From an optimization exercise on the open Yosys and OpenROAD flow, aimed at small area, a short achievable clock period and few clock cycles; shortcuts taken in it are not production practice.
The flow treats the clock pin as an ideal source, which a real chip does not have.
Power is estimated from default activity; no workload was simulated.

==> flow/design.v <==
module fsm(
    input [15:0] dataIn,
    input R_I,
    input reset,
    input clk,
    output reg REG_ERROR,
    output [15:0] dataOut,
    output reg R_O
);
wire        s = dataIn[15];
wire [11:0] x = dataIn[11:0];
wire        busy = R_O | REG_ERROR;
wire        err;
cv_err u_err (.x(dataIn[14:0]), .s(s), .err(err));
wire [11:0] nm;
cv_abs u_abs (.x(x), .s(s), .nm(nm));
wire l4, l8, nl4, nl8, k4;
cv_lt #(.J(4)) u_l4 (.x(x), .s(s), .lt(l4), .nlt(nl4));
cv_lt #(.J(8)) u_l8 (.x(x), .s(s), .lt(l8), .nlt(nl8));
cv_and2 u_k4 (.a(l8), .b(nl4), .y(k4));
wire [11:0] t4;
genvar g;
generate
    for (g = 8; g < 12; g = g + 1) begin : c_hi
        cv_o221ai u (.a1(nl8), .a2(nm[g-4]), .b1(nl4), .b2(nm[g-8]), .c1(nm[g]), .y(t4[g]));
    end
    for (g = 4; g < 8; g = g + 1) begin : c_mid
        cv_mux2i u (.s(k4), .a0(nm[g]), .a1(nm[g-4]), .y(t4[g]));
    end
    for (g = 0; g < 4; g = g + 1) begin : c_lo
        cv_nor2 u (.a(l8), .b(nm[g]), .y(t4[g]));
    end
endgenerate
wire f1, f2, f3;
cv_nor2b u_f1 (.a(t4[11]), .bn(t4[10]), .y(f1));
cv_nor3b u_f2 (.a(t4[11]), .b(t4[10]), .cn(t4[9]), .y(f2));
cv_nor4b u_f3 (.a(t4[11]), .b(t4[10]), .c(t4[9]), .dn(t4[8]), .y(f3));
reg        sgn, q8, q4, p1, p2, p3;
reg [11:0] r4;
always @(posedge clk) begin
    sgn <= s;
    q8  <= l4;
    q4  <= k4;
    p1  <= f1;
    p2  <= f2;
    p3  <= f3;
    r4  <= t4;
    if (reset) begin
        R_O       <= 1'b0;
        REG_ERROR <= 1'b0;
    end else begin
        R_O       <= R_I & ~busy & ~err;
        REG_ERROR <= R_I & ~busy & err;
    end
end
wire p0 = r4[11];
cv_ao22  u_m0 (.a1(p0), .a2(r4[1]), .b1(p1), .b2(r4[0]), .y(dataOut[0]));
cv_ao222 u_m1 (.a1(p0), .a2(r4[2]), .b1(p1), .b2(r4[1]), .c1(p2), .c2(r4[0]), .y(dataOut[1]));
generate
    for (g = 2; g < 10; g = g + 1) begin : o_m
        cv_ao2222 u (.a1(p0), .a2(r4[g+1]), .b1(p1), .b2(r4[g]), .c1(p2), .c2(r4[g-1]),
                     .d1(p3), .d2(r4[g-2]), .y(dataOut[g]));
    end
endgenerate
cv_exp3 u_exp (.q8(q8), .q4(q4), .p0(p0), .p1(p1), .p2(p2), .p3(p3), .e(dataOut[14:10]));
assign dataOut[15] = sgn;
endmodule
module cv_exp3 (input q8, q4, p0, p1, p2, p3, output [4:0] e);
    assign e[0] = p1 | p3;
    assign e[1] = p0 | p3;
    assign e[2] = p3 ^ q4;
    assign e[3] = p3 ? q8 : ~(q4 | q8);
    assign e[4] = (p0 | p1 | p2 | p3) & ~(p3 & q8);
endmodule
module cv_ao22 (input a1, a2, b1, b2, output y);
    assign y = (a1 & a2) | (b1 & b2);
endmodule
module cv_ao222 (input a1, a2, b1, b2, c1, c2, output y);
    wire u, v;
    cv_aoi22 ua (.a1(a1), .a2(a2), .b1(b1), .b2(b2), .y(u));
    cv_nand2 ub (.a(c1), .b(c2), .y(v));
    cv_nand2 uc (.a(u), .b(v), .y(y));
endmodule
module cv_ao2222 (input a1, a2, b1, b2, c1, c2, d1, d2, output y);
    wire u, v;
    cv_aoi22 ua (.a1(a1), .a2(a2), .b1(b1), .b2(b2), .y(u));
    cv_aoi22 ub (.a1(c1), .a2(c2), .b1(d1), .b2(d2), .y(v));
    cv_nand2 uc (.a(u), .b(v), .y(y));
endmodule
module cv_aoi22 (input a1, a2, b1, b2, output y);
    assign y = ~((a1 & a2) | (b1 & b2));
endmodule
module cv_nor2b (input a, bn, output y);
    assign y = ~a & bn;
endmodule
module cv_nor3b (input a, b, cn, output y);
    assign y = ~a & ~b & cn;
endmodule
module cv_nor4b (input a, b, c, dn, output y);
    assign y = ~a & ~b & ~c & dn;
endmodule
module cv_err (input [14:0] x, input s, output err);
    assign err = s ? ~&x[14:11] : (|x[14:12] | (x[11] & |x[10:0]));
endmodule
module cv_abs (input [11:0] x, input s, output [11:0] nm);
    wire [11:0] lo;
    assign lo[0] = 1'b0;
    genvar i;
    generate
        for (i = 1; i < 12; i = i + 1) begin : p
            assign lo[i] = |x[i-1:0];
        end
    endgenerate
    assign nm = ~(x ^ ({12{s}} & lo));
endmodule
module cv_lt #(parameter J = 4) (input [11:0] x, input s, output lt, nlt);
    wire l = s ? (&x[10:J] & |x[J-1:0]) : ~|x[11:J];
    assign lt  = l;
    assign nlt = ~l;
endmodule
module cv_and2 (input a, b, output y);
    assign y = a & b;
endmodule
module cv_o221ai (input a1, a2, b1, b2, c1, output y);
    assign y = ~((a1 | a2) & (b1 | b2) & c1);
endmodule
module cv_mux2i (input s, a0, a1, output y);
    assign y = ~(s ? a1 : a0);
endmodule
module cv_nor2 (input a, b, output y);
    assign y = ~(a | b);
endmodule
module cv_nand2 (input a, b, output y);
    assign y = ~(a & b);
endmodule
Settings: LEC_CHECK=0, CAP_MARGIN=20, CORE_AREA=2 2 62 62, DIE_AREA=0 0 64 64, SETUP_SLACK_MARGIN=2.6, SLEW_MARGIN=20, SYNTH_HIERARCHICAL=1, SYNTH_MINIMUM_KEEP_SIZE=0; clock period 5.0 ns.
standard.sh (not shown) runs the stock make flow with config.mk's settings and CLKGATE_MAP_FILE= SYNTH_SCRIPT=/design/flow/synth_recipe.tcl, a recipe that flattens the netlist after the stock synthesis.
==> flow/flow/run.sh <==
#!/bin/bash
# ORFS layout as in standard.sh (the standard flow's own layout), with two changes:
#  - synthesis is synth_recipe.tcl, except that ABC maps with the script in
#    flow/map.abc (plain mapping, no sizing: the resizer sizes the cells
#    later) and, if MY_ABC_AVOID is set, without the slow many-input cells it
#    names; registers are mapped as in synth_recipe.tcl and keep their names;
#  - plain buf_1 cells as the port buffers (the resizer upsizes them where
#    timing needs it).
# Settings are in flow/params.sh; the ORFS output goes to standard_flow.log
# and the per-step logs under orfs/logs.
set -euo pipefail
W=$PWD
source "$W/flow/params.sh"
export MY_ABC_D MY_ABC_SCRIPT
# cells whose names match MY_ABC_AVOID (a regular expression) are kept out of ABC's library
MY_ABC_DONTUSE=""
if [[ -n "${MY_ABC_AVOID:-}" ]]; then
  MY_ABC_DONTUSE=$(grep -oE '^\s*cell *\( *"?sky130_fd_sc_hd__[a-z0-9_]+' "$FLOW_HOME/platforms/sky130hd/lib/sky130_fd_sc_hd__tt_025C_1v80.lib" \
    | grep -oE 'sky130_fd_sc_hd__[a-z0-9_]+' | grep -E "sky130_fd_sc_hd__($MY_ABC_AVOID)" | tr '\n' ' ')
fi
export MY_ABC_DONTUSE
# clock tree options, if set, replace ORFS's defaults for clock_tree_synthesis
if [[ -n "${MY_CTS_ARGS:-}" ]]; then export CTS_ARGS="$MY_CTS_ARGS"; fi
export BUFFER_PORTS_ARGS="-buffer_cell sky130_fd_sc_hd__buf_1"
sed "s#SYNTH_SCRIPT=[^ ]*#SYNTH_SCRIPT=$W/flow/my_synth.tcl#" standard.sh > my_standard.sh
bash my_standard.sh finish > standard_flow.log 2>&1
==> flow/flow/params.sh <==
MY_ABC_D=""
MY_ABC_SCRIPT="$W/flow/map.abc"
MY_ABC_AVOID="or4|and4|or3|and3|nor4|nand4|o41|a41|o311|a311|o2111|a2111|o32a|a32o|o221a|a221o|o22a|a22o|or2|and2|mux2_|mux4|o31a|a31o|o21a|a21o|o21ba|a21bo|o211a|a211o|xor3|xnor3|maj3|fa_|ha_"
MY_CTS_ARGS=""
Other scripts of this flow, unchanged in this note and not shown: flow/flow/map.abc, flow/flow/my_synth.tcl
Then changed:
==> flow/flow/params.sh (replaced) <==
MY_ABC_D=""
MY_ABC_SCRIPT="$W/flow/map.abc"
MY_ABC_AVOID="or4|and4|or3|and3|nor4|nand4|o41|a41|o311|a311|o2111|a2111|mux4|xor3|xnor3|maj3|fa_|ha_"
MY_CTS_ARGS=""
Settings changed: SETUP_SLACK_MARGIN 2.6 to 2.8.
=> The new run ran to the end with no violations. Critical path depth shrinks by 8. Worst setup slack got worse by 19 ps. Die area stays the same. Via count shrinks by 5.3%. Sequential share of layout area shrinks by 0.12 points. Global-route usage grows by 1.6 points. Cell area grows by 2.0%. Combinational power grows by about 10%.
Then changed:
==> flow/flow/params.sh (replaced) <==
MY_ABC_D=""
MY_ABC_SCRIPT="$W/flow/map.abc"
MY_ABC_AVOID="or4|and4|or3|and3|nor4|nand4|o41|a41|o311|a311|o2111|a2111|o32a|a32o|o221a|a221o|o22a|a22o|or2|and2|mux2_|mux4|o31a|a31o|o21a|a21o|o21ba|a21bo|o211a|a211o|xor3|xnor3|maj3|fa_|ha_"
MY_CTS_ARGS=""
Result: The changed run passed the timing, DRC and antenna checks; global-route usage rises by 0.31 points; cell count rises by 29%; first-iteration DRC count rises to 3.3 times its value.
No run of this note included a check of the RTL's function; only the layout flow was run.

static timing again, ports no longer ideal:
How much do the figures lean on ideal ports? The routed layouts below were timed once more, with nothing changed but the port constraints. Step 1 sets driving cells, clkbuf_16 on the clock port and buf_2 on the other inputs (assumed; they add their load-dependent delay and slew). Step 2, shift: input delay + t, output delay - t, t = (earliest + latest rising clock arrival at the registers) / 2. This alone moves slack from input paths to output paths. Slacks: ideal / step 1 / step 2; pairs: ideal / step 1.
run	t, ns	setup slack, ns	hold WS [ns]	latest minus earliest clock arrival (ns)
the first run	0.302	2.724 / 2.724 / 2.422	0.549 / 0.549 / 0.549	0.002 / 0.002
the second run	0.325	2.706 / 2.682 / 2.451	0.552 / 0.552 / 0.552	0.003 / 0.003
the third run	0.320	2.783 / 2.761 / 2.507	0.556 / 0.556 / 0.556	0.008 / 0.009
After both steps every run listed still meets setup and hold. The setup slack of the first run, which loses most, moves by 0.000 ns with the drivers and by -0.302 ns with both steps.
